Background: an optimization exercise with open tools, aiming at small area and a short achievable clock period. Do not read the settings as production practice. Function was checked by simulation only, so behaviour that the tests miss may differ from the original. Power is estimated from default activity; no workload was simulated.

==> design/flow/design.v <==
module DECODER(
input  wire [3:2] ALU_FUN,
output wire Arith_Enable,
output wire Logic_Enable,
output wire CMP_Enable,
output wire Shift_Enable
);
assign Arith_Enable = ~ALU_FUN[3] & ~ALU_FUN[2];
assign Logic_Enable = ~ALU_FUN[3] &  ALU_FUN[2];
assign CMP_Enable   =  ALU_FUN[3] & ~ALU_FUN[2];
assign Shift_Enable =  ALU_FUN[3] &  ALU_FUN[2];
endmodule
module MUL_UNIT(
input  wire [15:0] A,
input  wire [15:0] B,
output wire [31:0] P
);
wire [17:0] bb = {B[15], B, 1'b0};
wire [16:0] ax = {A[15], A};
wire [17:0] ay = {A[15], A, 1'b0};
wire neg0 = bb[2];
wire one0 = bb[1] ^ bb[0];
wire two0 = (bb[2] & ~bb[1] & ~bb[0]) | (~bb[2] & bb[1] & bb[0]);
wire [16:0] x0 = A ^ {16{neg0}};
wire [16:0] pp0;
assign pp0[0] = (one0 & x0[0]) | (two0 & neg0);
assign pp0[15:1] = ({15{one0}} & x0[15:1]) | ({15{two0}} & x0[14:0]);
assign pp0[16] = (one0 | two0) & x0[15];
wire neg1 = bb[4];
wire one1 = bb[3] ^ bb[2];
wire two1 = (bb[4] & ~bb[3] & ~bb[2]) | (~bb[4] & bb[3] & bb[2]);
wire [16:0] x1 = A ^ {16{neg1}};
wire [16:0] pp1;
assign pp1[0] = (one1 & x1[0]) | (two1 & neg1);
assign pp1[15:1] = ({15{one1}} & x1[15:1]) | ({15{two1}} & x1[14:0]);
assign pp1[16] = (one1 | two1) & x1[15];
wire neg2 = bb[6];
wire one2 = bb[5] ^ bb[4];
wire two2 = (bb[6] & ~bb[5] & ~bb[4]) | (~bb[6] & bb[5] & bb[4]);
wire [16:0] x2 = A ^ {16{neg2}};
wire [16:0] pp2;
assign pp2[0] = (one2 & x2[0]) | (two2 & neg2);
assign pp2[15:1] = ({15{one2}} & x2[15:1]) | ({15{two2}} & x2[14:0]);
assign pp2[16] = (one2 | two2) & x2[15];
wire neg3 = bb[8];
wire one3 = bb[7] ^ bb[6];
wire two3 = (bb[8] & ~bb[7] & ~bb[6]) | (~bb[8] & bb[7] & bb[6]);
wire [16:0] x3 = A ^ {16{neg3}};
wire [16:0] pp3;
assign pp3[0] = (one3 & x3[0]) | (two3 & neg3);
assign pp3[15:1] = ({15{one3}} & x3[15:1]) | ({15{two3}} & x3[14:0]);
assign pp3[16] = (one3 | two3) & x3[15];
wire neg4 = bb[10];
wire one4 = bb[9] ^ bb[8];
wire two4 = (bb[10] & ~bb[9] & ~bb[8]) | (~bb[10] & bb[9] & bb[8]);
wire [16:0] x4 = A ^ {16{neg4}};
wire [16:0] pp4;
assign pp4[0] = (one4 & x4[0]) | (two4 & neg4);
assign pp4[15:1] = ({15{one4}} & x4[15:1]) | ({15{two4}} & x4[14:0]);
assign pp4[16] = (one4 | two4) & x4[15];
wire neg5 = bb[12];
wire one5 = bb[11] ^ bb[10];
wire two5 = (bb[12] & ~bb[11] & ~bb[10]) | (~bb[12] & bb[11] & bb[10]);
wire [16:0] x5 = A ^ {16{neg5}};
wire [16:0] pp5;
assign pp5[0] = (one5 & x5[0]) | (two5 & neg5);
assign pp5[15:1] = ({15{one5}} & x5[15:1]) | ({15{two5}} & x5[14:0]);
assign pp5[16] = (one5 | two5) & x5[15];
wire neg6 = bb[14];
wire one6 = bb[13] ^ bb[12];
wire two6 = (bb[14] & ~bb[13] & ~bb[12]) | (~bb[14] & bb[13] & bb[12]);
wire [16:0] x6 = A ^ {16{neg6}};
wire [16:0] pp6;
assign pp6[0] = (one6 & x6[0]) | (two6 & neg6);
assign pp6[15:1] = ({15{one6}} & x6[15:1]) | ({15{two6}} & x6[14:0]);
assign pp6[16] = (one6 | two6) & x6[15];
wire neg7 = bb[16];
wire one7 = bb[15] ^ bb[14];
wire two7 = (bb[16] & ~bb[15] & ~bb[14]) | (~bb[16] & bb[15] & bb[14]);
wire [16:0] x7 = A ^ {16{neg7}};
wire [16:0] pp7;
assign pp7[0] = (one7 & x7[0]) | (two7 & neg7);
assign pp7[15:1] = ({15{one7}} & x7[15:1]) | ({15{two7}} & x7[14:0]);
assign pp7[16] = (one7 | two7) & x7[15];
wire fs0 = (neg1 & (one1 | two1)) ^ pp0[2] ^ pp1[0];
wire fc0 = ((neg1 & (one1 | two1)) & pp0[2]) | (((neg1 & (one1 | two1)) ^ pp0[2]) & pp1[0]);
wire fs1 = pp0[3] ^ pp1[1] ^ fc0;
wire fc1 = (pp0[3] & pp1[1]) | ((pp0[3] ^ pp1[1]) & fc0);
wire fs2 = (neg2 & (one2 | two2)) ^ pp0[4] ^ pp1[2];
wire fc2 = ((neg2 & (one2 | two2)) & pp0[4]) | (((neg2 & (one2 | two2)) ^ pp0[4]) & pp1[2]);
wire fs3 = pp2[0] ^ fs2 ^ fc1;
wire fc3 = (pp2[0] & fs2) | ((pp2[0] ^ fs2) & fc1);
wire fs4 = pp0[5] ^ pp1[3] ^ pp2[1];
wire fc4 = (pp0[5] & pp1[3]) | ((pp0[5] ^ pp1[3]) & pp2[1]);
wire fs5 = fc2 ^ fs4 ^ fc3;
wire fc5 = (fc2 & fs4) | ((fc2 ^ fs4) & fc3);
wire fs6 = (neg3 & (one3 | two3)) ^ pp0[6] ^ pp1[4];
wire fc6 = ((neg3 & (one3 | two3)) & pp0[6]) | (((neg3 & (one3 | two3)) ^ pp0[6]) & pp1[4]);
wire fs7 = pp2[2] ^ pp3[0] ^ fc4;
wire fc7 = (pp2[2] & pp3[0]) | ((pp2[2] ^ pp3[0]) & fc4);
wire fs8 = fs6 ^ fs7 ^ fc5;
wire fc8 = (fs6 & fs7) | ((fs6 ^ fs7) & fc5);
wire fs9 = pp0[7] ^ pp1[5] ^ pp2[3];
wire fc9 = (pp0[7] & pp1[5]) | ((pp0[7] ^ pp1[5]) & pp2[3]);
wire fs10 = pp3[1] ^ fc6 ^ fs9;
wire fc10 = (pp3[1] & fc6) | ((pp3[1] ^ fc6) & fs9);
wire fs11 = fc7 ^ fs10 ^ fc8;
wire fc11 = (fc7 & fs10) | ((fc7 ^ fs10) & fc8);
wire fs12 = (neg4 & (one4 | two4)) ^ pp0[8] ^ pp1[6];
wire fc12 = ((neg4 & (one4 | two4)) & pp0[8]) | (((neg4 & (one4 | two4)) ^ pp0[8]) & pp1[6]);
wire fs13 = pp2[4] ^ pp3[2] ^ pp4[0];
wire fc13 = (pp2[4] & pp3[2]) | ((pp2[4] ^ pp3[2]) & pp4[0]);
wire fs14 = fc9 ^ fs12 ^ fs13;
wire fc14 = (fc9 & fs12) | ((fc9 ^ fs12) & fs13);
wire fs15 = fc10 ^ fs14 ^ fc11;
wire fc15 = (fc10 & fs14) | ((fc10 ^ fs14) & fc11);
wire fs16 = pp0[9] ^ pp1[7] ^ pp2[5];
wire fc16 = (pp0[9] & pp1[7]) | ((pp0[9] ^ pp1[7]) & pp2[5]);
wire fs17 = pp3[3] ^ pp4[1] ^ fc12;
wire fc17 = (pp3[3] & pp4[1]) | ((pp3[3] ^ pp4[1]) & fc12);
wire fs18 = fc13 ^ fs16 ^ fs17;
wire fc18 = (fc13 & fs16) | ((fc13 ^ fs16) & fs17);
wire fs19 = fc14 ^ fs18 ^ fc15;
wire fc19 = (fc14 & fs18) | ((fc14 ^ fs18) & fc15);
wire fs20 = (neg5 & (one5 | two5)) ^ pp0[10] ^ pp1[8];
wire fc20 = ((neg5 & (one5 | two5)) & pp0[10]) | (((neg5 & (one5 | two5)) ^ pp0[10]) & pp1[8]);
wire fs21 = pp2[6] ^ pp3[4] ^ pp4[2];
wire fc21 = (pp2[6] & pp3[4]) | ((pp2[6] ^ pp3[4]) & pp4[2]);
wire fs22 = pp5[0] ^ fc16 ^ fs20;
wire fc22 = (pp5[0] & fc16) | ((pp5[0] ^ fc16) & fs20);
wire fs23 = fs21 ^ fc17 ^ fs22;
wire fc23 = (fs21 & fc17) | ((fs21 ^ fc17) & fs22);
wire fs24 = fc18 ^ fs23 ^ fc19;
wire fc24 = (fc18 & fs23) | ((fc18 ^ fs23) & fc19);
wire fs25 = pp0[11] ^ pp1[9] ^ pp2[7];
wire fc25 = (pp0[11] & pp1[9]) | ((pp0[11] ^ pp1[9]) & pp2[7]);
wire fs26 = pp3[5] ^ pp4[3] ^ pp5[1];
wire fc26 = (pp3[5] & pp4[3]) | ((pp3[5] ^ pp4[3]) & pp5[1]);
wire fs27 = fc20 ^ fc21 ^ fs25;
wire fc27 = (fc20 & fc21) | ((fc20 ^ fc21) & fs25);
wire fs28 = fs26 ^ fc22 ^ fs27;
wire fc28 = (fs26 & fc22) | ((fs26 ^ fc22) & fs27);
wire fs29 = fc23 ^ fs28 ^ fc24;
wire fc29 = (fc23 & fs28) | ((fc23 ^ fs28) & fc24);
wire fs30 = (neg6 & (one6 | two6)) ^ pp0[12] ^ pp1[10];
wire fc30 = ((neg6 & (one6 | two6)) & pp0[12]) | (((neg6 & (one6 | two6)) ^ pp0[12]) & pp1[10]);
wire fs31 = pp2[8] ^ pp3[6] ^ pp4[4];
wire fc31 = (pp2[8] & pp3[6]) | ((pp2[8] ^ pp3[6]) & pp4[4]);
wire fs32 = pp5[2] ^ pp6[0] ^ fc25;
wire fc32 = (pp5[2] & pp6[0]) | ((pp5[2] ^ pp6[0]) & fc25);
wire fs33 = fc26 ^ fs30 ^ fs31;
wire fc33 = (fc26 & fs30) | ((fc26 ^ fs30) & fs31);
wire fs34 = fs32 ^ fc27 ^ fs33;
wire fc34 = (fs32 & fc27) | ((fs32 ^ fc27) & fs33);
wire fs35 = fc28 ^ fs34 ^ fc29;
wire fc35 = (fc28 & fs34) | ((fc28 ^ fs34) & fc29);
wire fs36 = pp0[13] ^ pp1[11] ^ pp2[9];
wire fc36 = (pp0[13] & pp1[11]) | ((pp0[13] ^ pp1[11]) & pp2[9]);
wire fs37 = pp3[7] ^ pp4[5] ^ pp5[3];
wire fc37 = (pp3[7] & pp4[5]) | ((pp3[7] ^ pp4[5]) & pp5[3]);
wire fs38 = pp6[1] ^ fc30 ^ fc31;
wire fc38 = (pp6[1] & fc30) | ((pp6[1] ^ fc30) & fc31);
wire fs39 = fs36 ^ fs37 ^ fc32;
wire fc39 = (fs36 & fs37) | ((fs36 ^ fs37) & fc32);
wire fs40 = fs38 ^ fc33 ^ fs39;
wire fc40 = (fs38 & fc33) | ((fs38 ^ fc33) & fs39);
wire fs41 = fc34 ^ fs40 ^ fc35;
wire fc41 = (fc34 & fs40) | ((fc34 ^ fs40) & fc35);
wire fs42 = (neg7 & (one7 | two7)) ^ pp0[14] ^ pp1[12];
wire fc42 = ((neg7 & (one7 | two7)) & pp0[14]) | (((neg7 & (one7 | two7)) ^ pp0[14]) & pp1[12]);
wire fs43 = pp2[10] ^ pp3[8] ^ pp4[6];
wire fc43 = (pp2[10] & pp3[8]) | ((pp2[10] ^ pp3[8]) & pp4[6]);
wire fs44 = pp5[4] ^ pp6[2] ^ pp7[0];
wire fc44 = (pp5[4] & pp6[2]) | ((pp5[4] ^ pp6[2]) & pp7[0]);
wire fs45 = fc36 ^ fc37 ^ fs42;
wire fc45 = (fc36 & fc37) | ((fc36 ^ fc37) & fs42);
wire fs46 = fs43 ^ fs44 ^ fc38;
wire fc46 = (fs43 & fs44) | ((fs43 ^ fs44) & fc38);
wire fs47 = fs45 ^ fc39 ^ fs46;
wire fc47 = (fs45 & fc39) | ((fs45 ^ fc39) & fs46);
wire fs48 = fc40 ^ fs47 ^ fc41;
wire fc48 = (fc40 & fs47) | ((fc40 ^ fs47) & fc41);
wire fs49 = pp0[15] ^ pp1[13] ^ pp2[11];
wire fc49 = (pp0[15] & pp1[13]) | ((pp0[15] ^ pp1[13]) & pp2[11]);
wire fs50 = pp3[9] ^ pp4[7] ^ pp5[5];
wire fc50 = (pp3[9] & pp4[7]) | ((pp3[9] ^ pp4[7]) & pp5[5]);
wire fs51 = pp6[3] ^ pp7[1] ^ fc42;
wire fc51 = (pp6[3] & pp7[1]) | ((pp6[3] ^ pp7[1]) & fc42);
wire fs52 = fc43 ^ fc44 ^ fs49;
wire fc52 = (fc43 & fc44) | ((fc43 ^ fc44) & fs49);
wire fs53 = fs50 ^ fs51 ^ fc45;
wire fc53 = (fs50 & fs51) | ((fs50 ^ fs51) & fc45);
wire fs54 = fs52 ^ fc46 ^ fs53;
wire fc54 = (fs52 & fc46) | ((fs52 ^ fc46) & fs53);
wire fs55 = fc47 ^ fs54 ^ fc48;
wire fc55 = (fc47 & fs54) | ((fc47 ^ fs54) & fc48);
wire fs56 = 1'b1 ^ pp1[14] ^ pp2[12];
wire fc56 = (1'b1 & pp1[14]) | ((1'b1 ^ pp1[14]) & pp2[12]);
wire fs57 = pp3[10] ^ pp4[8] ^ pp5[6];
wire fc57 = (pp3[10] & pp4[8]) | ((pp3[10] ^ pp4[8]) & pp5[6]);
wire fs58 = pp6[4] ^ pp7[2] ^ ~pp0[16];
wire fc58 = (pp6[4] & pp7[2]) | ((pp6[4] ^ pp7[2]) & ~pp0[16]);
wire fs59 = fc49 ^ fc50 ^ fs56;
wire fc59 = (fc49 & fc50) | ((fc49 ^ fc50) & fs56);
wire fs60 = fs57 ^ fs58 ^ fc51;
wire fc60 = (fs57 & fs58) | ((fs57 ^ fs58) & fc51);
wire fs61 = fc52 ^ fs59 ^ fs60;
wire fc61 = (fc52 & fs59) | ((fc52 ^ fs59) & fs60);
wire fs62 = fc53 ^ fs61 ^ fc54;
wire fc62 = (fc53 & fs61) | ((fc53 ^ fs61) & fc54);
wire fs63 = 1'b1 ^ pp1[15] ^ pp2[13];
wire fc63 = (1'b1 & pp1[15]) | ((1'b1 ^ pp1[15]) & pp2[13]);
wire fs64 = pp3[11] ^ pp4[9] ^ pp5[7];
wire fc64 = (pp3[11] & pp4[9]) | ((pp3[11] ^ pp4[9]) & pp5[7]);
wire fs65 = pp6[5] ^ pp7[3] ^ fc56;
wire fc65 = (pp6[5] & pp7[3]) | ((pp6[5] ^ pp7[3]) & fc56);
wire fs66 = fc57 ^ fc58 ^ fs63;
wire fc66 = (fc57 & fc58) | ((fc57 ^ fc58) & fs63);
wire fs67 = fs64 ^ fs65 ^ fc59;
wire fc67 = (fs64 & fs65) | ((fs64 ^ fs65) & fc59);
wire fs68 = fs66 ^ fc60 ^ fs67;
wire fc68 = (fs66 & fc60) | ((fs66 ^ fc60) & fs67);
wire fs69 = fc61 ^ fs68 ^ fc62;
wire fc69 = (fc61 & fs68) | ((fc61 ^ fs68) & fc62);
wire fs70 = pp2[14] ^ pp3[12] ^ pp4[10];
wire fc70 = (pp2[14] & pp3[12]) | ((pp2[14] ^ pp3[12]) & pp4[10]);
wire fs71 = pp5[8] ^ pp6[6] ^ pp7[4];
wire fc71 = (pp5[8] & pp6[6]) | ((pp5[8] ^ pp6[6]) & pp7[4]);
wire fs72 = ~pp1[16] ^ fc63 ^ fc64;
wire fc72 = (~pp1[16] & fc63) | ((~pp1[16] ^ fc63) & fc64);
wire fs73 = fs70 ^ fs71 ^ fc65;
wire fc73 = (fs70 & fs71) | ((fs70 ^ fs71) & fc65);
wire fs74 = fs72 ^ fc66 ^ fs73;
wire fc74 = (fs72 & fc66) | ((fs72 ^ fc66) & fs73);
wire fs75 = fc67 ^ fs74 ^ fc68;
wire fc75 = (fc67 & fs74) | ((fc67 ^ fs74) & fc68);
wire fs76 = 1'b1 ^ pp2[15] ^ pp3[13];
wire fc76 = (1'b1 & pp2[15]) | ((1'b1 ^ pp2[15]) & pp3[13]);
wire fs77 = pp4[11] ^ pp5[9] ^ pp6[7];
wire fc77 = (pp4[11] & pp5[9]) | ((pp4[11] ^ pp5[9]) & pp6[7]);
wire fs78 = pp7[5] ^ fc70 ^ fc71;
wire fc78 = (pp7[5] & fc70) | ((pp7[5] ^ fc70) & fc71);
wire fs79 = fs76 ^ fs77 ^ fc72;
wire fc79 = (fs76 & fs77) | ((fs76 ^ fs77) & fc72);
wire fs80 = fs78 ^ fc73 ^ fs79;
wire fc80 = (fs78 & fc73) | ((fs78 ^ fc73) & fs79);
wire fs81 = fc74 ^ fs80 ^ fc75;
wire fc81 = (fc74 & fs80) | ((fc74 ^ fs80) & fc75);
wire fs82 = pp3[14] ^ pp4[12] ^ pp5[10];
wire fc82 = (pp3[14] & pp4[12]) | ((pp3[14] ^ pp4[12]) & pp5[10]);
wire fs83 = pp6[8] ^ pp7[6] ^ ~pp2[16];
wire fc83 = (pp6[8] & pp7[6]) | ((pp6[8] ^ pp7[6]) & ~pp2[16]);
wire fs84 = fc76 ^ fc77 ^ fs82;
wire fc84 = (fc76 & fc77) | ((fc76 ^ fc77) & fs82);
wire fs85 = fs83 ^ fc78 ^ fs84;
wire fc85 = (fs83 & fc78) | ((fs83 ^ fc78) & fs84);
wire fs86 = fc79 ^ fs85 ^ fc80;
wire fc86 = (fc79 & fs85) | ((fc79 ^ fs85) & fc80);
wire fs87 = 1'b1 ^ pp3[15] ^ pp4[13];
wire fc87 = (1'b1 & pp3[15]) | ((1'b1 ^ pp3[15]) & pp4[13]);
wire fs88 = pp5[11] ^ pp6[9] ^ pp7[7];
wire fc88 = (pp5[11] & pp6[9]) | ((pp5[11] ^ pp6[9]) & pp7[7]);
wire fs89 = fc82 ^ fc83 ^ fs87;
wire fc89 = (fc82 & fc83) | ((fc82 ^ fc83) & fs87);
wire fs90 = fs88 ^ fc84 ^ fs89;
wire fc90 = (fs88 & fc84) | ((fs88 ^ fc84) & fs89);
wire fs91 = fc85 ^ fs90 ^ fc86;
wire fc91 = (fc85 & fs90) | ((fc85 ^ fs90) & fc86);
wire fs92 = pp4[14] ^ pp5[12] ^ pp6[10];
wire fc92 = (pp4[14] & pp5[12]) | ((pp4[14] ^ pp5[12]) & pp6[10]);
wire fs93 = pp7[8] ^ ~pp3[16] ^ fc87;
wire fc93 = (pp7[8] & ~pp3[16]) | ((pp7[8] ^ ~pp3[16]) & fc87);
wire fs94 = fc88 ^ fs92 ^ fs93;
wire fc94 = (fc88 & fs92) | ((fc88 ^ fs92) & fs93);
wire fs95 = fc89 ^ fc90 ^ fs94;
wire fc95 = (fc89 & fc90) | ((fc89 ^ fc90) & fs94);
wire fs96 = 1'b1 ^ pp4[15] ^ pp5[13];
wire fc96 = (1'b1 & pp4[15]) | ((1'b1 ^ pp4[15]) & pp5[13]);
wire fs97 = pp6[11] ^ pp7[9] ^ fc92;
wire fc97 = (pp6[11] & pp7[9]) | ((pp6[11] ^ pp7[9]) & fc92);
wire fs98 = fs96 ^ fc93 ^ fs97;
wire fc98 = (fs96 & fc93) | ((fs96 ^ fc93) & fs97);
wire fs99 = fc94 ^ fs98 ^ fc95;
wire fc99 = (fc94 & fs98) | ((fc94 ^ fs98) & fc95);
wire fs100 = pp5[14] ^ pp6[12] ^ pp7[10];
wire fc100 = (pp5[14] & pp6[12]) | ((pp5[14] ^ pp6[12]) & pp7[10]);
wire fs101 = ~pp4[16] ^ fc96 ^ fs100;
wire fc101 = (~pp4[16] & fc96) | ((~pp4[16] ^ fc96) & fs100);
wire fs102 = fc97 ^ fs101 ^ fc98;
wire fc102 = (fc97 & fs101) | ((fc97 ^ fs101) & fc98);
wire fs103 = 1'b1 ^ pp5[15] ^ pp6[13];
wire fc103 = (1'b1 & pp5[15]) | ((1'b1 ^ pp5[15]) & pp6[13]);
wire fs104 = pp7[11] ^ fc100 ^ fs103;
wire fc104 = (pp7[11] & fc100) | ((pp7[11] ^ fc100) & fs103);
wire fs105 = fc101 ^ fs104 ^ fc102;
wire fc105 = (fc101 & fs104) | ((fc101 ^ fs104) & fc102);
wire fs106 = pp6[14] ^ pp7[12] ^ ~pp5[16];
wire fc106 = (pp6[14] & pp7[12]) | ((pp6[14] ^ pp7[12]) & ~pp5[16]);
wire fs107 = fc103 ^ fs106 ^ fc104;
wire fc107 = (fc103 & fs106) | ((fc103 ^ fs106) & fc104);
wire fs108 = 1'b1 ^ pp6[15] ^ pp7[13];
wire fc108 = (1'b1 & pp6[15]) | ((1'b1 ^ pp6[15]) & pp7[13]);
wire fs109 = fc106 ^ fs108 ^ fc107;
wire fc109 = (fc106 & fs108) | ((fc106 ^ fs108) & fc107);
wire fs110 = pp7[14] ^ ~pp6[16] ^ fc108;
wire fc110 = (pp7[14] & ~pp6[16]) | ((pp7[14] ^ ~pp6[16]) & fc108);
wire fs111 = 1'b1 ^ pp7[15] ^ fc110;
wire fc111 = (1'b1 & pp7[15]) | ((1'b1 ^ pp7[15]) & fc110);
wire [31:0] ra = {1'b1, ~pp7[16], fs111, fs110, fs109, fs107, fs105, fs102, fs99, fs95, fs91, fs86, fs81, fs75, fs69, fs62, fs55, fs48, fs41, fs35, fs29, fs24, fs19, fs15, fs11, fs8, fs5, fs3, fs1, fs0, pp0[1], (neg0 & (one0 | two0))};
wire [31:0] rb = {1'b0, fc111, 1'b0, fc109, 1'b0, fc105, 1'b0, fc99, 1'b0, fc91, 1'b0, fc81, 1'b0, fc69, 1'b0, fc55, 1'b0, 1'b0, 1'b0, 1'b0, 1'b0, 1'b0, 1'b0, 1'b0, 1'b0, 1'b0, 1'b0, 1'b0, 1'b0, 1'b0, 1'b0, pp0[0]};
wire [32:0] cc;
assign cc[0] = 1'b0;
genvar gi;
generate for (gi = 0; gi < 32; gi = gi + 1) begin : fin
  assign P[gi] = ra[gi] ^ rb[gi] ^ cc[gi];
  assign cc[gi+1] = (ra[gi] & rb[gi]) | ((ra[gi] ^ rb[gi]) & cc[gi]);
end endgenerate
endmodule
module DIV_UNIT(
input  wire [15:0] A,
input  wire [15:0] B,
output wire [16:0] Q
);
wire [15:0] a = A[15] ? (~A + 16'd1) : A;
wire [15:0] b = B[15] ? (~B + 16'd1) : B;
wire [15:0] nb = ~b;
wire [15:0] q;
wire [0:0] r0, g0_0, t0_0, x0;
assign r0 = a[15];
assign g0_0 = r0 & nb[0:0];
assign t0_0 = r0 | nb[0:0];
assign q[15] = ~|b[15:1] & t0_0[0];
wire [0:0] c0 = {1'b1};
wire [0:0] m0 = r0 ^ ({1{q[15]}} & (b[0:0] ~^ c0));
wire [1:0] r1, g1_0, t1_0, x1;
assign r1 = {m0, a[14]};
assign g1_0 = r1 & nb[1:0];
assign t1_0 = r1 | nb[1:0];
wire G1_0 = g1_0[1] | (t1_0[1] & t1_0[0]);
assign q[14] = ~|b[15:2] & G1_0;
wire [1:0] c1 = {t1_0[0], 1'b1};
wire [1:0] m1 = r1 ^ ({2{q[14]}} & (b[1:0] ~^ c1));
wire [2:0] r2, g2_0, t2_0, x2;
assign r2 = {m1, a[13]};
assign g2_0 = r2 & nb[2:0];
assign t2_0 = r2 | nb[2:0];
wire G2_0 = g2_0[1] | (t2_0[1] & t2_0[0]);
wire G2_1 = g2_0[2] | (t2_0[2] & G2_0);
assign q[13] = ~|b[15:3] & G2_1;
wire [2:0] c2 = {G2_0, t2_0[0], 1'b1};
wire [2:0] m2 = r2 ^ ({3{q[13]}} & (b[2:0] ~^ c2));
wire [3:0] r3, g3_0, t3_0, x3;
assign r3 = {m2, a[12]};
assign g3_0 = r3 & nb[3:0];
assign t3_0 = r3 | nb[3:0];
wire G3_0 = g3_0[1] | (t3_0[1] & t3_0[0]);
wire G3_1 = g3_0[3] | (t3_0[3] & g3_0[2]);
wire T3_1 = t3_0[3] & t3_0[2];
wire G3_2 = g3_0[2] | (t3_0[2] & G3_0);
wire G3_3 = G3_1 | (T3_1 & G3_0);
assign q[12] = ~|b[15:4] & G3_3;
wire [3:0] c3 = {G3_2, G3_0, t3_0[0], 1'b1};
wire [3:0] m3 = r3 ^ ({4{q[12]}} & (b[3:0] ~^ c3));
wire [4:0] r4, g4_0, t4_0, x4;
assign r4 = {m3, a[11]};
assign g4_0 = r4 & nb[4:0];
assign t4_0 = r4 | nb[4:0];
wire G4_0 = g4_0[1] | (t4_0[1] & t4_0[0]);
wire G4_1 = g4_0[3] | (t4_0[3] & g4_0[2]);
wire T4_1 = t4_0[3] & t4_0[2];
wire G4_2 = g4_0[2] | (t4_0[2] & G4_0);
wire G4_3 = G4_1 | (T4_1 & G4_0);
wire G4_4 = g4_0[4] | (t4_0[4] & G4_3);
assign q[11] = ~|b[15:5] & G4_4;
wire [4:0] c4 = {G4_3, G4_2, G4_0, t4_0[0], 1'b1};
wire [4:0] m4 = r4 ^ ({5{q[11]}} & (b[4:0] ~^ c4));
wire [5:0] r5, g5_0, t5_0, x5;
assign r5 = {m4, a[10]};
assign g5_0 = r5 & nb[5:0];
assign t5_0 = r5 | nb[5:0];
wire G5_0 = g5_0[1] | (t5_0[1] & t5_0[0]);
wire G5_1 = g5_0[3] | (t5_0[3] & g5_0[2]);
wire T5_1 = t5_0[3] & t5_0[2];
wire G5_2 = g5_0[5] | (t5_0[5] & g5_0[4]);
wire T5_2 = t5_0[5] & t5_0[4];
wire G5_3 = g5_0[2] | (t5_0[2] & G5_0);
wire G5_4 = G5_1 | (T5_1 & G5_0);
wire G5_5 = g5_0[4] | (t5_0[4] & G5_4);
wire G5_6 = G5_2 | (T5_2 & G5_4);
assign q[10] = ~|b[15:6] & G5_6;
wire [5:0] c5 = {G5_5, G5_4, G5_3, G5_0, t5_0[0], 1'b1};
wire [5:0] m5 = r5 ^ ({6{q[10]}} & (b[5:0] ~^ c5));
wire [6:0] r6, g6_0, t6_0, x6;
assign r6 = {m5, a[9]};
assign g6_0 = r6 & nb[6:0];
assign t6_0 = r6 | nb[6:0];
wire G6_0 = g6_0[1] | (t6_0[1] & t6_0[0]);
wire G6_1 = g6_0[3] | (t6_0[3] & g6_0[2]);
wire T6_1 = t6_0[3] & t6_0[2];
wire G6_2 = g6_0[5] | (t6_0[5] & g6_0[4]);
wire T6_2 = t6_0[5] & t6_0[4];
wire G6_3 = g6_0[2] | (t6_0[2] & G6_0);
wire G6_4 = G6_1 | (T6_1 & G6_0);
wire G6_5 = g6_0[6] | (t6_0[6] & G6_2);
wire T6_5 = t6_0[6] & T6_2;
wire G6_6 = g6_0[4] | (t6_0[4] & G6_4);
wire G6_7 = G6_2 | (T6_2 & G6_4);
wire G6_8 = G6_5 | (T6_5 & G6_4);
assign q[9] = ~|b[15:7] & G6_8;
wire [6:0] c6 = {G6_7, G6_6, G6_4, G6_3, G6_0, t6_0[0], 1'b1};
wire [6:0] m6 = r6 ^ ({7{q[9]}} & (b[6:0] ~^ c6));
wire [7:0] r7, g7_0, t7_0, x7;
assign r7 = {m6, a[8]};
assign g7_0 = r7 & nb[7:0];
assign t7_0 = r7 | nb[7:0];
wire G7_0 = g7_0[1] | (t7_0[1] & t7_0[0]);
wire G7_1 = g7_0[3] | (t7_0[3] & g7_0[2]);
wire T7_1 = t7_0[3] & t7_0[2];
wire G7_2 = g7_0[5] | (t7_0[5] & g7_0[4]);
wire T7_2 = t7_0[5] & t7_0[4];
wire G7_3 = g7_0[7] | (t7_0[7] & g7_0[6]);
wire T7_3 = t7_0[7] & t7_0[6];
wire G7_4 = g7_0[2] | (t7_0[2] & G7_0);
wire G7_5 = G7_1 | (T7_1 & G7_0);
wire G7_6 = g7_0[6] | (t7_0[6] & G7_2);
wire T7_6 = t7_0[6] & T7_2;
wire G7_7 = G7_3 | (T7_3 & G7_2);
wire T7_7 = T7_3 & T7_2;
wire G7_8 = g7_0[4] | (t7_0[4] & G7_5);
wire G7_9 = G7_2 | (T7_2 & G7_5);
wire G7_10 = G7_6 | (T7_6 & G7_5);
wire G7_11 = G7_7 | (T7_7 & G7_5);
assign q[8] = ~|b[15:8] & G7_11;
wire [7:0] c7 = {G7_10, G7_9, G7_8, G7_5, G7_4, G7_0, t7_0[0], 1'b1};
wire [7:0] m7 = r7 ^ ({8{q[8]}} & (b[7:0] ~^ c7));
wire [8:0] r8, g8_0, t8_0, x8;
assign r8 = {m7, a[7]};
assign g8_0 = r8 & nb[8:0];
assign t8_0 = r8 | nb[8:0];
wire G8_0 = g8_0[1] | (t8_0[1] & t8_0[0]);
wire G8_1 = g8_0[3] | (t8_0[3] & g8_0[2]);
wire T8_1 = t8_0[3] & t8_0[2];
wire G8_2 = g8_0[5] | (t8_0[5] & g8_0[4]);
wire T8_2 = t8_0[5] & t8_0[4];
wire G8_3 = g8_0[7] | (t8_0[7] & g8_0[6]);
wire T8_3 = t8_0[7] & t8_0[6];
wire G8_4 = g8_0[2] | (t8_0[2] & G8_0);
wire G8_5 = G8_1 | (T8_1 & G8_0);
wire G8_6 = g8_0[6] | (t8_0[6] & G8_2);
wire T8_6 = t8_0[6] & T8_2;
wire G8_7 = G8_3 | (T8_3 & G8_2);
wire T8_7 = T8_3 & T8_2;
wire G8_8 = g8_0[4] | (t8_0[4] & G8_5);
wire G8_9 = G8_2 | (T8_2 & G8_5);
wire G8_10 = G8_6 | (T8_6 & G8_5);
wire G8_11 = G8_7 | (T8_7 & G8_5);
wire G8_12 = g8_0[8] | (t8_0[8] & G8_11);
assign q[7] = ~|b[15:9] & G8_12;
wire [8:0] c8 = {G8_11, G8_10, G8_9, G8_8, G8_5, G8_4, G8_0, t8_0[0], 1'b1};
wire [8:0] m8 = r8 ^ ({9{q[7]}} & (b[8:0] ~^ c8));
wire [9:0] r9, g9_0, t9_0, x9;
assign r9 = {m8, a[6]};
assign g9_0 = r9 & nb[9:0];
assign t9_0 = r9 | nb[9:0];
wire G9_0 = g9_0[1] | (t9_0[1] & t9_0[0]);
wire G9_1 = g9_0[3] | (t9_0[3] & g9_0[2]);
wire T9_1 = t9_0[3] & t9_0[2];
wire G9_2 = g9_0[5] | (t9_0[5] & g9_0[4]);
wire T9_2 = t9_0[5] & t9_0[4];
wire G9_3 = g9_0[7] | (t9_0[7] & g9_0[6]);
wire T9_3 = t9_0[7] & t9_0[6];
wire G9_4 = g9_0[9] | (t9_0[9] & g9_0[8]);
wire T9_4 = t9_0[9] & t9_0[8];
wire G9_5 = g9_0[2] | (t9_0[2] & G9_0);
wire G9_6 = G9_1 | (T9_1 & G9_0);
wire G9_7 = g9_0[6] | (t9_0[6] & G9_2);
wire T9_7 = t9_0[6] & T9_2;
wire G9_8 = G9_3 | (T9_3 & G9_2);
wire T9_8 = T9_3 & T9_2;
wire G9_9 = g9_0[4] | (t9_0[4] & G9_6);
wire G9_10 = G9_2 | (T9_2 & G9_6);
wire G9_11 = G9_7 | (T9_7 & G9_6);
wire G9_12 = G9_8 | (T9_8 & G9_6);
wire G9_13 = g9_0[8] | (t9_0[8] & G9_12);
wire G9_14 = G9_4 | (T9_4 & G9_12);
assign q[6] = ~|b[15:10] & G9_14;
wire [9:0] c9 = {G9_13, G9_12, G9_11, G9_10, G9_9, G9_6, G9_5, G9_0, t9_0[0], 1'b1};
wire [9:0] m9 = r9 ^ ({10{q[6]}} & (b[9:0] ~^ c9));
wire [10:0] r10, g10_0, t10_0, x10;
assign r10 = {m9, a[5]};
assign g10_0 = r10 & nb[10:0];
assign t10_0 = r10 | nb[10:0];
wire G10_0 = g10_0[1] | (t10_0[1] & t10_0[0]);
wire G10_1 = g10_0[3] | (t10_0[3] & g10_0[2]);
wire T10_1 = t10_0[3] & t10_0[2];
wire G10_2 = g10_0[5] | (t10_0[5] & g10_0[4]);
wire T10_2 = t10_0[5] & t10_0[4];
wire G10_3 = g10_0[7] | (t10_0[7] & g10_0[6]);
wire T10_3 = t10_0[7] & t10_0[6];
wire G10_4 = g10_0[9] | (t10_0[9] & g10_0[8]);
wire T10_4 = t10_0[9] & t10_0[8];
wire G10_5 = g10_0[2] | (t10_0[2] & G10_0);
wire G10_6 = G10_1 | (T10_1 & G10_0);
wire G10_7 = g10_0[6] | (t10_0[6] & G10_2);
wire T10_7 = t10_0[6] & T10_2;
wire G10_8 = G10_3 | (T10_3 & G10_2);
wire T10_8 = T10_3 & T10_2;
wire G10_9 = g10_0[10] | (t10_0[10] & G10_4);
wire T10_9 = t10_0[10] & T10_4;
wire G10_10 = g10_0[4] | (t10_0[4] & G10_6);
wire G10_11 = G10_2 | (T10_2 & G10_6);
wire G10_12 = G10_7 | (T10_7 & G10_6);
wire G10_13 = G10_8 | (T10_8 & G10_6);
wire G10_14 = g10_0[8] | (t10_0[8] & G10_13);
wire G10_15 = G10_4 | (T10_4 & G10_13);
wire G10_16 = G10_9 | (T10_9 & G10_13);
assign q[5] = ~|b[15:11] & G10_16;
wire [10:0] c10 = {G10_15, G10_14, G10_13, G10_12, G10_11, G10_10, G10_6, G10_5, G10_0, t10_0[0], 1'b1};
wire [10:0] m10 = r10 ^ ({11{q[5]}} & (b[10:0] ~^ c10));
wire [11:0] r11, g11_0, t11_0, x11;
assign r11 = {m10, a[4]};
assign g11_0 = r11 & nb[11:0];
assign t11_0 = r11 | nb[11:0];
wire G11_0 = g11_0[1] | (t11_0[1] & t11_0[0]);
wire G11_1 = g11_0[3] | (t11_0[3] & g11_0[2]);
wire T11_1 = t11_0[3] & t11_0[2];
wire G11_2 = g11_0[5] | (t11_0[5] & g11_0[4]);
wire T11_2 = t11_0[5] & t11_0[4];
wire G11_3 = g11_0[7] | (t11_0[7] & g11_0[6]);
wire T11_3 = t11_0[7] & t11_0[6];
wire G11_4 = g11_0[9] | (t11_0[9] & g11_0[8]);
wire T11_4 = t11_0[9] & t11_0[8];
wire G11_5 = g11_0[11] | (t11_0[11] & g11_0[10]);
wire T11_5 = t11_0[11] & t11_0[10];
wire G11_6 = g11_0[2] | (t11_0[2] & G11_0);
wire G11_7 = G11_1 | (T11_1 & G11_0);
wire G11_8 = g11_0[6] | (t11_0[6] & G11_2);
wire T11_8 = t11_0[6] & T11_2;
wire G11_9 = G11_3 | (T11_3 & G11_2);
wire T11_9 = T11_3 & T11_2;
wire G11_10 = g11_0[10] | (t11_0[10] & G11_4);
wire T11_10 = t11_0[10] & T11_4;
wire G11_11 = G11_5 | (T11_5 & G11_4);
wire T11_11 = T11_5 & T11_4;
wire G11_12 = g11_0[4] | (t11_0[4] & G11_7);
wire G11_13 = G11_2 | (T11_2 & G11_7);
wire G11_14 = G11_8 | (T11_8 & G11_7);
wire G11_15 = G11_9 | (T11_9 & G11_7);
wire G11_16 = g11_0[8] | (t11_0[8] & G11_15);
wire G11_17 = G11_4 | (T11_4 & G11_15);
wire G11_18 = G11_10 | (T11_10 & G11_15);
wire G11_19 = G11_11 | (T11_11 & G11_15);
assign q[4] = ~|b[15:12] & G11_19;
wire [11:0] c11 = {G11_18, G11_17, G11_16, G11_15, G11_14, G11_13, G11_12, G11_7, G11_6, G11_0, t11_0[0], 1'b1};
wire [11:0] m11 = r11 ^ ({12{q[4]}} & (b[11:0] ~^ c11));
wire [12:0] r12, g12_0, t12_0, x12;
assign r12 = {m11, a[3]};
assign g12_0 = r12 & nb[12:0];
assign t12_0 = r12 | nb[12:0];
wire G12_0 = g12_0[1] | (t12_0[1] & t12_0[0]);
wire G12_1 = g12_0[3] | (t12_0[3] & g12_0[2]);
wire T12_1 = t12_0[3] & t12_0[2];
wire G12_2 = g12_0[5] | (t12_0[5] & g12_0[4]);
wire T12_2 = t12_0[5] & t12_0[4];
wire G12_3 = g12_0[7] | (t12_0[7] & g12_0[6]);
wire T12_3 = t12_0[7] & t12_0[6];
wire G12_4 = g12_0[9] | (t12_0[9] & g12_0[8]);
wire T12_4 = t12_0[9] & t12_0[8];
wire G12_5 = g12_0[11] | (t12_0[11] & g12_0[10]);
wire T12_5 = t12_0[11] & t12_0[10];
wire G12_6 = g12_0[2] | (t12_0[2] & G12_0);
wire G12_7 = G12_1 | (T12_1 & G12_0);
wire G12_8 = g12_0[6] | (t12_0[6] & G12_2);
wire T12_8 = t12_0[6] & T12_2;
wire G12_9 = G12_3 | (T12_3 & G12_2);
wire T12_9 = T12_3 & T12_2;
wire G12_10 = g12_0[10] | (t12_0[10] & G12_4);
wire T12_10 = t12_0[10] & T12_4;
wire G12_11 = G12_5 | (T12_5 & G12_4);
wire T12_11 = T12_5 & T12_4;
wire G12_12 = g12_0[4] | (t12_0[4] & G12_7);
wire G12_13 = G12_2 | (T12_2 & G12_7);
wire G12_14 = G12_8 | (T12_8 & G12_7);
wire G12_15 = G12_9 | (T12_9 & G12_7);
wire G12_16 = g12_0[12] | (t12_0[12] & G12_11);
wire T12_16 = t12_0[12] & T12_11;
wire G12_17 = g12_0[8] | (t12_0[8] & G12_15);
wire G12_18 = G12_4 | (T12_4 & G12_15);
wire G12_19 = G12_10 | (T12_10 & G12_15);
wire G12_20 = G12_11 | (T12_11 & G12_15);
wire G12_21 = G12_16 | (T12_16 & G12_15);
assign q[3] = ~|b[15:13] & G12_21;
wire [12:0] c12 = {G12_20, G12_19, G12_18, G12_17, G12_15, G12_14, G12_13, G12_12, G12_7, G12_6, G12_0, t12_0[0], 1'b1};
wire [12:0] m12 = r12 ^ ({13{q[3]}} & (b[12:0] ~^ c12));
wire [13:0] r13, g13_0, t13_0, x13;
assign r13 = {m12, a[2]};
assign g13_0 = r13 & nb[13:0];
assign t13_0 = r13 | nb[13:0];
wire G13_0 = g13_0[1] | (t13_0[1] & t13_0[0]);
wire G13_1 = g13_0[3] | (t13_0[3] & g13_0[2]);
wire T13_1 = t13_0[3] & t13_0[2];
wire G13_2 = g13_0[5] | (t13_0[5] & g13_0[4]);
wire T13_2 = t13_0[5] & t13_0[4];
wire G13_3 = g13_0[7] | (t13_0[7] & g13_0[6]);
wire T13_3 = t13_0[7] & t13_0[6];
wire G13_4 = g13_0[9] | (t13_0[9] & g13_0[8]);
wire T13_4 = t13_0[9] & t13_0[8];
wire G13_5 = g13_0[11] | (t13_0[11] & g13_0[10]);
wire T13_5 = t13_0[11] & t13_0[10];
wire G13_6 = g13_0[13] | (t13_0[13] & g13_0[12]);
wire T13_6 = t13_0[13] & t13_0[12];
wire G13_7 = g13_0[2] | (t13_0[2] & G13_0);
wire G13_8 = G13_1 | (T13_1 & G13_0);
wire G13_9 = g13_0[6] | (t13_0[6] & G13_2);
wire T13_9 = t13_0[6] & T13_2;
wire G13_10 = G13_3 | (T13_3 & G13_2);
wire T13_10 = T13_3 & T13_2;
wire G13_11 = g13_0[10] | (t13_0[10] & G13_4);
wire T13_11 = t13_0[10] & T13_4;
wire G13_12 = G13_5 | (T13_5 & G13_4);
wire T13_12 = T13_5 & T13_4;
wire G13_13 = g13_0[4] | (t13_0[4] & G13_8);
wire G13_14 = G13_2 | (T13_2 & G13_8);
wire G13_15 = G13_9 | (T13_9 & G13_8);
wire G13_16 = G13_10 | (T13_10 & G13_8);
wire G13_17 = g13_0[12] | (t13_0[12] & G13_12);
wire T13_17 = t13_0[12] & T13_12;
wire G13_18 = G13_6 | (T13_6 & G13_12);
wire T13_18 = T13_6 & T13_12;
wire G13_19 = g13_0[8] | (t13_0[8] & G13_16);
wire G13_20 = G13_4 | (T13_4 & G13_16);
wire G13_21 = G13_11 | (T13_11 & G13_16);
wire G13_22 = G13_12 | (T13_12 & G13_16);
wire G13_23 = G13_17 | (T13_17 & G13_16);
wire G13_24 = G13_18 | (T13_18 & G13_16);
assign q[2] = ~|b[15:14] & G13_24;
wire [13:0] c13 = {G13_23, G13_22, G13_21, G13_20, G13_19, G13_16, G13_15, G13_14, G13_13, G13_8, G13_7, G13_0, t13_0[0], 1'b1};
wire [13:0] m13 = r13 ^ ({14{q[2]}} & (b[13:0] ~^ c13));
wire [14:0] r14, g14_0, t14_0, x14;
assign r14 = {m13, a[1]};
assign g14_0 = r14 & nb[14:0];
assign t14_0 = r14 | nb[14:0];
wire G14_0 = g14_0[1] | (t14_0[1] & t14_0[0]);
wire G14_1 = g14_0[3] | (t14_0[3] & g14_0[2]);
wire T14_1 = t14_0[3] & t14_0[2];
wire G14_2 = g14_0[5] | (t14_0[5] & g14_0[4]);
wire T14_2 = t14_0[5] & t14_0[4];
wire G14_3 = g14_0[7] | (t14_0[7] & g14_0[6]);
wire T14_3 = t14_0[7] & t14_0[6];
wire G14_4 = g14_0[9] | (t14_0[9] & g14_0[8]);
wire T14_4 = t14_0[9] & t14_0[8];
wire G14_5 = g14_0[11] | (t14_0[11] & g14_0[10]);
wire T14_5 = t14_0[11] & t14_0[10];
wire G14_6 = g14_0[13] | (t14_0[13] & g14_0[12]);
wire T14_6 = t14_0[13] & t14_0[12];
wire G14_7 = g14_0[2] | (t14_0[2] & G14_0);
wire G14_8 = G14_1 | (T14_1 & G14_0);
wire G14_9 = g14_0[6] | (t14_0[6] & G14_2);
wire T14_9 = t14_0[6] & T14_2;
wire G14_10 = G14_3 | (T14_3 & G14_2);
wire T14_10 = T14_3 & T14_2;
wire G14_11 = g14_0[10] | (t14_0[10] & G14_4);
wire T14_11 = t14_0[10] & T14_4;
wire G14_12 = G14_5 | (T14_5 & G14_4);
wire T14_12 = T14_5 & T14_4;
wire G14_13 = g14_0[14] | (t14_0[14] & G14_6);
wire T14_13 = t14_0[14] & T14_6;
wire G14_14 = g14_0[4] | (t14_0[4] & G14_8);
wire G14_15 = G14_2 | (T14_2 & G14_8);
wire G14_16 = G14_9 | (T14_9 & G14_8);
wire G14_17 = G14_10 | (T14_10 & G14_8);
wire G14_18 = g14_0[12] | (t14_0[12] & G14_12);
wire T14_18 = t14_0[12] & T14_12;
wire G14_19 = G14_6 | (T14_6 & G14_12);
wire T14_19 = T14_6 & T14_12;
wire G14_20 = G14_13 | (T14_13 & G14_12);
wire T14_20 = T14_13 & T14_12;
wire G14_21 = g14_0[8] | (t14_0[8] & G14_17);
wire G14_22 = G14_4 | (T14_4 & G14_17);
wire G14_23 = G14_11 | (T14_11 & G14_17);
wire G14_24 = G14_12 | (T14_12 & G14_17);
wire G14_25 = G14_18 | (T14_18 & G14_17);
wire G14_26 = G14_19 | (T14_19 & G14_17);
wire G14_27 = G14_20 | (T14_20 & G14_17);
assign q[1] = ~|b[15:15] & G14_27;
wire [14:0] c14 = {G14_26, G14_25, G14_24, G14_23, G14_22, G14_21, G14_17, G14_16, G14_15, G14_14, G14_8, G14_7, G14_0, t14_0[0], 1'b1};
wire [14:0] m14 = r14 ^ ({15{q[1]}} & (b[14:0] ~^ c14));
wire [15:0] r15, g15_0, t15_0, x15;
assign r15 = {m14, a[0]};
assign g15_0 = r15 & nb[15:0];
assign t15_0 = r15 | nb[15:0];
wire G15_0 = g15_0[1] | (t15_0[1] & t15_0[0]);
wire G15_1 = g15_0[3] | (t15_0[3] & g15_0[2]);
wire T15_1 = t15_0[3] & t15_0[2];
wire G15_2 = g15_0[5] | (t15_0[5] & g15_0[4]);
wire T15_2 = t15_0[5] & t15_0[4];
wire G15_3 = g15_0[7] | (t15_0[7] & g15_0[6]);
wire T15_3 = t15_0[7] & t15_0[6];
wire G15_4 = g15_0[9] | (t15_0[9] & g15_0[8]);
wire T15_4 = t15_0[9] & t15_0[8];
wire G15_5 = g15_0[11] | (t15_0[11] & g15_0[10]);
wire T15_5 = t15_0[11] & t15_0[10];
wire G15_6 = g15_0[13] | (t15_0[13] & g15_0[12]);
wire T15_6 = t15_0[13] & t15_0[12];
wire G15_7 = g15_0[15] | (t15_0[15] & g15_0[14]);
wire T15_7 = t15_0[15] & t15_0[14];
wire G15_8 = g15_0[2] | (t15_0[2] & G15_0);
wire G15_9 = G15_1 | (T15_1 & G15_0);
wire G15_10 = g15_0[6] | (t15_0[6] & G15_2);
wire T15_10 = t15_0[6] & T15_2;
wire G15_11 = G15_3 | (T15_3 & G15_2);
wire T15_11 = T15_3 & T15_2;
wire G15_12 = g15_0[10] | (t15_0[10] & G15_4);
wire T15_12 = t15_0[10] & T15_4;
wire G15_13 = G15_5 | (T15_5 & G15_4);
wire T15_13 = T15_5 & T15_4;
wire G15_14 = g15_0[14] | (t15_0[14] & G15_6);
wire T15_14 = t15_0[14] & T15_6;
wire G15_15 = G15_7 | (T15_7 & G15_6);
wire T15_15 = T15_7 & T15_6;
wire G15_16 = g15_0[4] | (t15_0[4] & G15_9);
wire G15_17 = G15_2 | (T15_2 & G15_9);
wire G15_18 = G15_10 | (T15_10 & G15_9);
wire G15_19 = G15_11 | (T15_11 & G15_9);
wire G15_20 = g15_0[12] | (t15_0[12] & G15_13);
wire T15_20 = t15_0[12] & T15_13;
wire G15_21 = G15_6 | (T15_6 & G15_13);
wire T15_21 = T15_6 & T15_13;
wire G15_22 = G15_14 | (T15_14 & G15_13);
wire T15_22 = T15_14 & T15_13;
wire G15_23 = G15_15 | (T15_15 & G15_13);
wire T15_23 = T15_15 & T15_13;
wire G15_24 = g15_0[8] | (t15_0[8] & G15_19);
wire G15_25 = G15_4 | (T15_4 & G15_19);
wire G15_26 = G15_12 | (T15_12 & G15_19);
wire G15_27 = G15_13 | (T15_13 & G15_19);
wire G15_28 = G15_20 | (T15_20 & G15_19);
wire G15_29 = G15_21 | (T15_21 & G15_19);
wire G15_30 = G15_22 | (T15_22 & G15_19);
wire G15_31 = G15_23 | (T15_23 & G15_19);
assign q[0] = 1'b1 & G15_31;
wire        bz  = ~|B;
wire        neg = A[15] ^ B[15];
wire [16:0] qq  = {1'b0, q & {16{~bz}}};
assign Q = neg ? (~qq + 17'd1) : qq;
endmodule
module LOGIC_UNIT(
input  wire [15:0] A,
input  wire [15:0] B,
input  wire [1:0]  ALU_FUN,
input  wire        En,
output wire [15:0] Y
);
wire v0 = En &  ALU_FUN[1];                 
wire v1 = En & (ALU_FUN[0] ^ ALU_FUN[1]);   
wire v2 = En & ~ALU_FUN[1];                 
assign Y = (A & B & {16{v2}}) | (~A & ~B & {16{v0}}) | ((A ^ B) & {16{v1}});
endmodule
module CMP_UNIT(
input  wire [1:0] ALU_FUN,
input  wire       eq,    
input  wire       ge,    
output wire [1:0] Y
);
wire hit = (ALU_FUN == 2'b01) ? eq :
           (ALU_FUN == 2'b10) ? (ge & ~eq) :
           (ALU_FUN == 2'b11) ? ~ge : 1'b0;
assign Y = ALU_FUN & {2{hit}};
endmodule
module SHIFT_UNIT(
input  wire [15:0] A,
input  wire [15:0] B,
input  wire [1:0]  ALU_FUN,
input  wire        En,
output wire [15:0] Y
);
wire sar = En & ~ALU_FUN[1] & ~ALU_FUN[0];
wire sal = En & ~ALU_FUN[1] &  ALU_FUN[0];
wire sbr = En &  ALU_FUN[1] & ~ALU_FUN[0];
wire sbl = En &  ALU_FUN[1] &  ALU_FUN[0];
assign Y = ({1'b0, A[15:1]} & {16{sar}}) | ({A[14:0], 1'b0} & {16{sal}}) |
           ({1'b0, B[15:1]} & {16{sbr}}) | ({B[14:0], 1'b0} & {16{sbl}});
endmodule
module ALU_Top #(parameter width = 16 ,
                   Arith_width = width + width ,
                   Logic_width = width,
                   CMP_width   = width,
                   Shift_width = width)(
input wire [width-1:0] A,
input wire [width-1:0] B,
input wire CLK,
input wire RST,
input wire [3:0] ALU_FUN,
output reg  [Arith_width-1:0]  Arith_OUT,
output reg                     Carry_OUT,
output reg                     Arith_Flag,
output reg  [Logic_width-1:0]  Logic_OUT,
output reg                     Logic_Flag,
output reg  [CMP_width-1:0]    CMP_OUT,
output reg                     CMP_Flag,
output reg  [Shift_width-1:0]  Shift_OUT,
output reg                     Shift_Flag
);
wire Arith_Enable, Logic_Enable, CMP_Enable, Shift_Enable;
DECODER u_decoder(
.ALU_FUN(ALU_FUN[3:2]),
.Arith_Enable(Arith_Enable),
.Logic_Enable(Logic_Enable),
.CMP_Enable(CMP_Enable),
.Shift_Enable(Shift_Enable)
);
wire        sub = ALU_FUN[0] | ALU_FUN[3];
wire [15:0] bx  = B ^ {16{sub}};
wire [16:0] s16 = {1'b0, A} + {1'b0, bx} + {16'b0, sub};
wire        c16 = s16[16];                   
wire        sgn = A[15] ^ bx[15] ^ c16;      
wire        eq  = &(A ~^ B);
wire [31:0] prod;
wire [16:0] quot;
MUL_UNIT u_mul(.A(A), .B(B), .P(prod));
DIV_UNIT u_div(.A(A), .B(B), .Q(quot));
reg [32:0] arith;
always @(*) begin
  case (ALU_FUN[1:0])
    2'b00, 2'b01: arith = {{16{sgn}}, sgn, s16[15:0]};
    2'b10:        arith = {prod[31], prod};
    default:      arith = {{16{quot[16]}}, quot};
  endcase
end
wire [15:0] logic_res;
LOGIC_UNIT u_logic(.A(A), .B(B), .ALU_FUN(ALU_FUN[1:0]), .En(Logic_Enable), .Y(logic_res));
wire [1:0] cmp_res;
CMP_UNIT u_cmp(.ALU_FUN(ALU_FUN[1:0]), .eq(eq), .ge(c16), .Y(cmp_res));
wire [15:0] shift_res;
SHIFT_UNIT u_shift(.A(A), .B(B), .ALU_FUN(ALU_FUN[1:0]), .En(Shift_Enable), .Y(shift_res));
always @(posedge CLK, negedge RST) begin
  if (!RST) begin
    Arith_OUT  <= 32'b0;
    Carry_OUT  <= 1'b0;
    Arith_Flag <= 1'b0;
    Logic_OUT  <= 16'b0;
    Logic_Flag <= 1'b0;
    CMP_OUT    <= 16'b0;
    CMP_Flag   <= 1'b0;
    Shift_OUT  <= 16'b0;
    Shift_Flag <= 1'b0;
  end else begin
    Arith_OUT  <= arith[31:0] & {32{Arith_Enable}};
    if (Arith_Enable)
      Carry_OUT <= arith[32];
    Arith_Flag <= Arith_Enable;
    Logic_OUT  <= logic_res;
    Logic_Flag <= Logic_Enable;
    CMP_OUT    <= {14'b0, cmp_res & {2{CMP_Enable}}};
    CMP_Flag   <= CMP_Enable;
    Shift_OUT  <= shift_res;
    Shift_Flag <= Shift_Enable;
  end
end
endmodule
==> design/flow/run.sh <==
#!/bin/bash
# synth_recipe.tcl (not shown) runs the flow's synth.tcl, then flattens the netlist and writes it again
# the make line also repeats each setting of config.mk as NAME=value (left out here)
make -C /OpenROAD-flow-scripts/flow DESIGN_CONFIG=/design/flow/config.mk WORK_HOME=/design/flow/orfs CLKGATE_MAP_FILE= SYNTH_SCRIPT=/design/flow/synth_recipe.tcl finish
==> design/flow/config.mk <==
export PLATFORM = sky130hd
export DESIGN_NAME = ALU_Top
export DESIGN_NICKNAME = ALU_Top
export VERILOG_FILES = /design/flow/design.v
export SDC_FILE = /design/flow/constraint.sdc
export NUM_CORES = 4
export LEC_CHECK = 0
export ABC_AREA = 1
export CAP_MARGIN = 20
export CORE_MARGIN = 2
export CORE_UTILIZATION = 40
export SLEW_MARGIN = 20
==> design/flow/constraint.sdc <==
create_clock -name core_clock -period 95.0 [get_ports {CLK}]
set_input_delay 19.0000 -clock core_clock [delete_from_list [all_inputs] [get_ports {CLK}]]
set_output_delay 19.0000 -clock core_clock [all_outputs]
set_load 0.01 [all_outputs]
==> impl_results.md, run 1 <==
- Final wirelength: between 60 and 70 mm
- Status: complete, no violations
- Die footprint: between 0.05 and 0.06 mm2
- Most common cell after layout, fill and taps aside: nand2_1
- Worst-Margin Slew: roughly 1.1 ns
- GRT Overall Usage: about a quarter
- Worst Skew: 0 ns
- Final setup viols: 0
- Die Y: approximately 230 um
- Top post-synthesis cells by area: nand2_1, fa_1, dfrtp_1
- Sw Pwr: 242.7 uW
- Yosys reg bits: between 70 and 80
- Worst reg-to-reg path cell count: 2
- Antenna Violating Nets Remaining: 0
- Drt first pass iters: 6
- Met1 GRT Util: a little over a third
- GP Congestion: roughly 0.91
- Arrival @ worst endpoint: between 30 and 40 ns
- I/O pin count: between 100 and 150
- Crit-path max FO: 24
- Reg2reg start: Carry_OUT
- Clk pin slew, worst setup/hold paths: ~0.070 ns
- Switching share of total power: between 50 and 60%
- Clk root buf: clkbuf_16
- Bufs and invs on worst path: 14
- Dpl hpwl: about 54 mm
- Final period util: 40.09%
- Number of global-route vias before repair: roughly 20000
- Final nets: ~3300
- CTS tree: built
- Area leader, netlist: nand2_1
- Cell Int Power: approximately 190 uW
- Clock Latency Late Sink: around 0.36 ns
- Cell class contributing the biggest share of worst-path delay: simple AND/OR/NAND/NOR gates
- CTS buffer count: 9
- Maximum vdd drop: roughly 27 uV
- Final hold violations: 0
- Initial DRC count: 1808
- Die Wd: around 230 um
- Slowest cell on crit path: nor2_4
- Power Dens Cells: around 20 mW/mm2
- Share of layout cells above drive strength 1: approximately an eighth
- Critical path type: in2reg
- Number of max-cap violations: 0
- Worst Setup End Kind: flop
- # DRC: 0
- RSZ-0062 raised after global routing: no
- Grt ovf: 0
- Commonest cells after routing, fill and taps aside: nand2_1, inv_1, nand3_1, nor2_1, xor2_1
- Hold path cells: 2
- Warnings, synthesis: 1
- Rel. slew slack: between 20% and 30%
- Power share of the clock group: slightly above 8%
- Min-Delay Endpoint: Carry_OUT
- Synth Area per Inst: around 6.6 um2
- Cts hold-fix bufs: 0
- Most frequent cell on the critical path: nand2_1
- Synth top area share: 13.43%
- FMAX: ~0.026 GHz
- Setup TNS: 0 ns
- Seq pwr share: between 8 and 9%
- Resize count post-CTS: 0
- Mapped Cells: 3050
- Syn-to-layout area delta: 6.512%
- Core Area: around 0.05 mm2
- RR Endpoint: Carry_OUT
- Avg WL per Cell: 18.49 um
- Initial antenna violation count: 1
- Leakage: 0.01082 uW
- Met2 Usage GRT: 43.14%
- Busiest metal layer after global routing: met2
- Hold Startpoint: Carry_OUT
- Final Max Slew Viols: 0
- First-pass GRT wire length: 108.9 mm
- CTS Sinks: 71
- Comb power frac: between 80% and 90%
- Startpoint class of the critical path: input pin
- Mapped cell area: roughly 0.020 mm2
- H-tree Lvls: 3
- Design area: ~0.021 mm2
- Starting Density: roughly two fifths
- Port buffer count: about 110
- Critical Path Max Stage Delay: around 0.55 ns
- Site Rows: 82
- R2r setup slk: 94.29 ns
- Distinct cells, synth: around 70
- Seq/Total Area, Yosys: ~9%
- Critical Path RT: between 90 and 100 ns
- Largest net degree at the start of global routing: around 70
- Vias: about 21000
- Max Root-Sink Buffers: 2
- HP Class: reg2reg
- Cell area after placement: about 0.021 mm2
- Post-layout minimum cycle time: roughly 38 ns
- GRT met3 Usage: under 10%
- Post-CTS setup buffer count: 0
- DR vias/cell: roughly 5.5
## worst max path at each step
stage / from / endpoint / slack (ns) / depth (start not counted)
3_3_place_gp: B[9] / Arith_OUT[16] / 57.27 / 142
4_1_cts: B[9] / Carry_OUT / 57.13 / 140
2_1_floorplan: B[0] / Arith_OUT[22] / 61.02 / 152
3_5_place_dp: B[9] / Carry_OUT / 56.77 / 140
5_1_grt: B[1] / Carry_OUT / 54.81 / 144
6_report: B[9] / Carry_OUT / 56.91 / 142
## power groups by stage
stage / registers (uW) / clock network [uW] / logic (uW)
2_1_floorplan: 37.0 / 0 / 232
3_3_place_gp: 36.2 / 0 / 346
3_5_place_dp: 36.2 / 0 / 346
4_1_cts: 35.7 / 35.7 / 350
5_1_grt: 35.8 / 36.9 / 395
6_report: 35.6 / 35.3 / 357
## registers in the layout, summed over array words and instances (netlist names)
register / cells
Arith_OUT: 32
Logic_OUT: 16
Shift_OUT: 16
CMP_OUT: 2
Arith_Flag: 1
CMP_Flag: 1
Carry_OUT: 1
Logic_Flag: 1
Shift_Flag: 1
## final cells by class
type | count | area [um2]
Tap cell | 672 | 840.8
Clock buffer | 9 | 225.2
Antenna cell | 1 | 2.502
Fill cell | 5280 | 28480
Multi-Input combinational cell | 2409 | 15580
Sequential cell | 71 | 1777
Clock inverter | 7 | 71.32
Inverter | 428 | 1657
Timing Repair Buffer | 144 | 1339
## stage by stage
step	worst slack [ns]	hold slack [ns]	power (uW)	utilization, %	cells
after CTS	57.13	0.5664	420.9	42.99	3740
after detailed placement	56.77	0.5488	382.0	42.40	3724
after global routing	54.81	0.5990	467.4	43.00	3740
final	56.91	0.5630	428.0	43.01	3741
after global placement	57.27	0.5063	382.0	42.40	3724
after floorplan	61.02	0.5161	269.4	-	3063
## Yosys cell counts (all sizes together)
library cell	number
nand2	880
o22ai	27
nand4	96
o31ai	6
dfrtp	71
nand3	393
buf	60
clkinv	13
a221oi	3
o21bai	5
clkdlybuf4s50	1
conb	1
o21a	3
nand3b	13
a211oi	5
nor3	23
ha	95
inv	414
o21ai	123
o211ai	19
nor4	3
clkbuf	94
xor2	148
a21oi	109
or2	7
nor2	187
fa	113
xnor2	24
a31oi	6
a21boi	6
and2	4
o311ai	1
bufinv	1
a22oi	96
## logic make-up (layout without fill, tap and decap cells)
family	Yosys count	in the layout	share of synthesized area [%]
AOI/OAI and AO/OA	409	409	12.91
xor gates and xnor gates	172	172	7.560
adders and majority gates	208	208	17.10
buffers and inverters	583	588	14.31
DFF	71	71	8.807
other	1	15	0.01859
and+or+nand+nor	1606	1606	39.29
## tightest hold or removal path, stage by stage (launching register included)
cell,delay (ns)
dfrtp_1,0.38
nand2_1,0.06
o21ai_0,0.08
## routing by layer
metal	vias to the layer above	routed length (um)
li1	9936	-
met1	9832	30790
met2	846	31960
met3	130	4489
met4	0	1926
met5	-	0
==> run 2, diff against run 1 <==
--- a/design/flow/config.mk
+++ b/design/flow/config.mk
@@ -8,5 +8,6 @@
 export ABC_AREA = 1
 export CAP_MARGIN = 20
 export CORE_MARGIN = 2
-export CORE_UTILIZATION = 40
+export CORE_UTILIZATION = 70
+export PLACE_DENSITY = 0.8
 export SLEW_MARGIN = 20
==> run 2 against run 1 <==
  * Clock skew unchanged
  * Global-route usage grew 20 points
  * Utilization increased by 31 points
  * Area after synthesis did not move
  * Synthesized cell count is the same
  * Flip-flop and latch count unchanged
==> impl_results.md, run 2 <==
- Status: complete, no violations
- Cts hold-fix bufs: 0
- Distinct cells, synth: 71
- Clock Latency Late Sink: 0.35 ns
- Die footprint: approximately 0.030 mm2
- Most common cell after layout, fill and taps aside: nand2_1
- Number of max-cap violations: 0
- Dpl hpwl: around 54 mm
- Core Area: approximately 0.029 mm2
- Synth top area share: 13.43%
- Mapped cell area: 0.02017 mm2
- Syn-to-layout area delta: 4.813%
- Reg2reg start: Carry_OUT
- Arrival @ worst endpoint: ~40 ns
- Startpoint class of the critical path: input pin
- Final Power: just over 400 uW
- Clk root buf: clkbuf_16
- Crit-path max FO: 25
- Top post-synthesis cells by area: nand2_1, fa_1, dfrtp_1
- Initial antenna violation count: 0
- Fin util: about three quarters
- Bufs and invs on worst path: 15
- FFs w/ async S/R, synth: 100.0%
- Final nets: 3310
- Area leader, netlist: nand2_1
- Critical Path RT: around 95 ns
- Crit path launch: B[1]
- First-pass GRT wire length: between 100 and 150 mm
- Worst-Margin Slew: about 1.1 ns
- Post-layout minimum cycle time: roughly 39 ns
- Critical Path Max Stage Delay: 0.62 ns
- Final setup viols: 0
- Power share of the clock group: under 10%
- Final wirelength: slightly above 70 mm
- Hold Startpoint: Carry_OUT
- FMAX: roughly 0.026 GHz
- Starting Density: 70.67%
- Final hold violations: 0
- # DRC: 0
- Site Rows: 62
- Commonest cells after routing, fill and taps aside: nand2_1, inv_1, nand3_1, nor2_1, xor2_1
- Seq pwr share: 8.4%
- Max reg flops: 32
- Clk pin slew, worst setup/hold paths: 0.07 ns
- Seq/Total Area, Yosys: slightly below 9%
- CTS Sinks: about 70
- CTS buffer count: 9
- Share of layout cells above drive strength 1: about an eighth
- Final period util: around two fifths
- Final Max Slew Viols: 0
- Power Dens Cells: roughly 20 mW/mm2
- GP Congestion: 1.070
- Worst Setup End Kind: flop
- Worst Skew: 0 ns
- Sw Pwr: about 230 uW
- Port buffer count: 108
- Number of global-route vias before repair: 20940
- Die Wd: 173.8 um
- Hold path cells: 2
- Resize count post-CTS: 0
- Antenna Violating Nets Remaining: 0
- Stages on worst setup path: 144
- Min-Delay Endpoint: Carry_OUT
- Cell Int Power: 183.0 uW
- Registers with the most flip-flops: Arith_OUT: 32 flops, Logic_OUT: 16 flops, Shift_OUT: 16 flops
- HP Class: reg2reg
- Switching share of total power: a little under three fifths
- Mapped Cells: 3050
- Critical path type: in2reg
- Comb power frac: 82.7%
- Synth Area per Inst: 6.615 um2
- Synth Flop Type: dfrtp_1
- Number of synthesized flops with an enable pin: 0
- Post-CTS setup buffer count: 0
- Warnings, synthesis: 1
- Leakage: roughly 0.011 uW
- I/O pin count: 123
- GRT Overall Usage: a little under half
- Avg WL per Cell: ~20 um
- N_diodes: 0
- Setup TNS: 0 ns
- Grt ovf: 0
- RSZ-0062 raised after global routing: no
- Vias: 22010
- Worst reg-to-reg path cell count: 2
- H-tree Lvls: 3
- Top reg by flops: Arith_OUT
- Max Root-Sink Buffers: 2
- Maximum vdd drop: approximately 29 uV
- Largest net degree at the start of global routing: 72
- RR Endpoint: Carry_OUT
- Die Y: between 150 and 200 um
- Slowest cell on crit path: inv_1
- Initial DRC count: 2901
- Cell class contributing the biggest share of worst-path delay: simple AND/OR/NAND/NOR gates
- R2r setup slk: between 90 and 100 ns
- CTS tree: built
- DR vias/cell: about 6.4
- List of most frequent post-synthesis cells: nand2_1, inv_1, nand3_1, nor2_1, xor2_1
- Count leader, synth: nand2_1
- Rel. slew slack: 23.11%
- Yosys reg bits: slightly above 70
- Drt first pass iters: 8
## run 2: cell counts after synthesis
No cell type changed its count.
## run 2: kinds of logic after synthesis
family / Yosys count / synth area share (%)
flip-flops: 71 / 8.807
other: 1 / 0.01859
XOR/XNOR: 172 / 7.560
adder cells (fa/ha/maj): 208 / 17.10
AO/OA/AOI/OAI: 409 / 12.91
buffers and inverters: 583 / 14.31
AND/OR/NAND/NOR: 1606 / 39.29
## run 2: layout make-up
| class | instances | area [um2] |
|---|---|---|
| clock buffer | 9 | 225.2 |
| clock inverter | 7 | 80.08 |
| fill | 2329 | 7402 |
| inverter | 428 | 1657 |
| multi-input combinational | 2409 | 15580 |
| sequential | 71 | 1777 |
| tap | 384 | 480.5 |
| timing repair buffer | 145 | 1346 |
## run 2: worst min-delay path, cell delays in order, from the launching register on
cell and delay (ns):
dfrtp_1 0.36, nand2_1 0.06, o21ai_0 0.06
## run 2: metrics by stage
| stage | instances | cell area [um2] | hold slack, ns | setup WS, ns |
|---|---|---|---|---|
| 6_report | 3453 | 21150 | 0.5075 | 56.33 |
| 5_1_grt | 3453 | 21150 | 0.5488 | 54.61 |
| 4_1_cts | 3453 | 21140 | 0.5143 | 56.92 |
| 3_5_place_dp | 3437 | 20840 | 0.4984 | 56.60 |
| 3_3_place_gp | 3437 | 20840 | 0.4841 | 57.48 |
| 2_1_floorplan | 3063 | 20220 | 0.5161 | 61.02 |
## run 2: per-layer routing
metal	wire length, um	GRT usage, %
met3	11050	16.60
met4	4381	24.30
met1	26020	57.06
met5	0	0
met2	29020	68.92
## run 2: worst max path at each step
stage,to,slack (ns)
floorplan,Arith_OUT[22],61.02
global placement,Carry_OUT,57.48
detailed placement,Carry_OUT,56.60
CTS,Carry_OUT,56.92
global route,Carry_OUT,54.61
finish,Arith_OUT[20],56.33
## run 2: power groups by stage
stage	registers (uW)	logic [uW]	clock network (uW)
floorplan	37.0	232	0
global placement	35.2	314	0
detailed placement	35.4	324	0
CTS	34.9	327	36.7
global route	35.1	373	37.7
finish	34.9	342	36.4

==> re-timing with driven ports <==
Ports are ideal in the flow. The routed layouts listed here were re-timed in OpenROAD. Step 1, drivers: a clkbuf_16 drives CLK and a buf_2 each remaining input, both assumed. Step 2, shift: input delay + t, output delay - t, t = (earliest + latest rising clock arrival at the registers) / 2. This alone moves slack from input paths to output paths. Three values: ideal, step 1, step 2; two values: the first two.
run | shift t [ns] | setup WS [ns] | latest minus earliest clock arrival (ns) | worst slew at a driven data input, ns
run 1 | 0.395 | 56.912 / 56.927 / 56.532 | 0.013 / 0.014 | 0.07
run 2 | 0.396 | 56.326 / 56.320 / 55.924 | 0.012 / 0.012 | 0.05
After both steps every run listed still meets setup and hold. For run 2, which loses most, drivers alone change the setup slack by -0.006 ns; drivers and shift together by -0.402 ns.
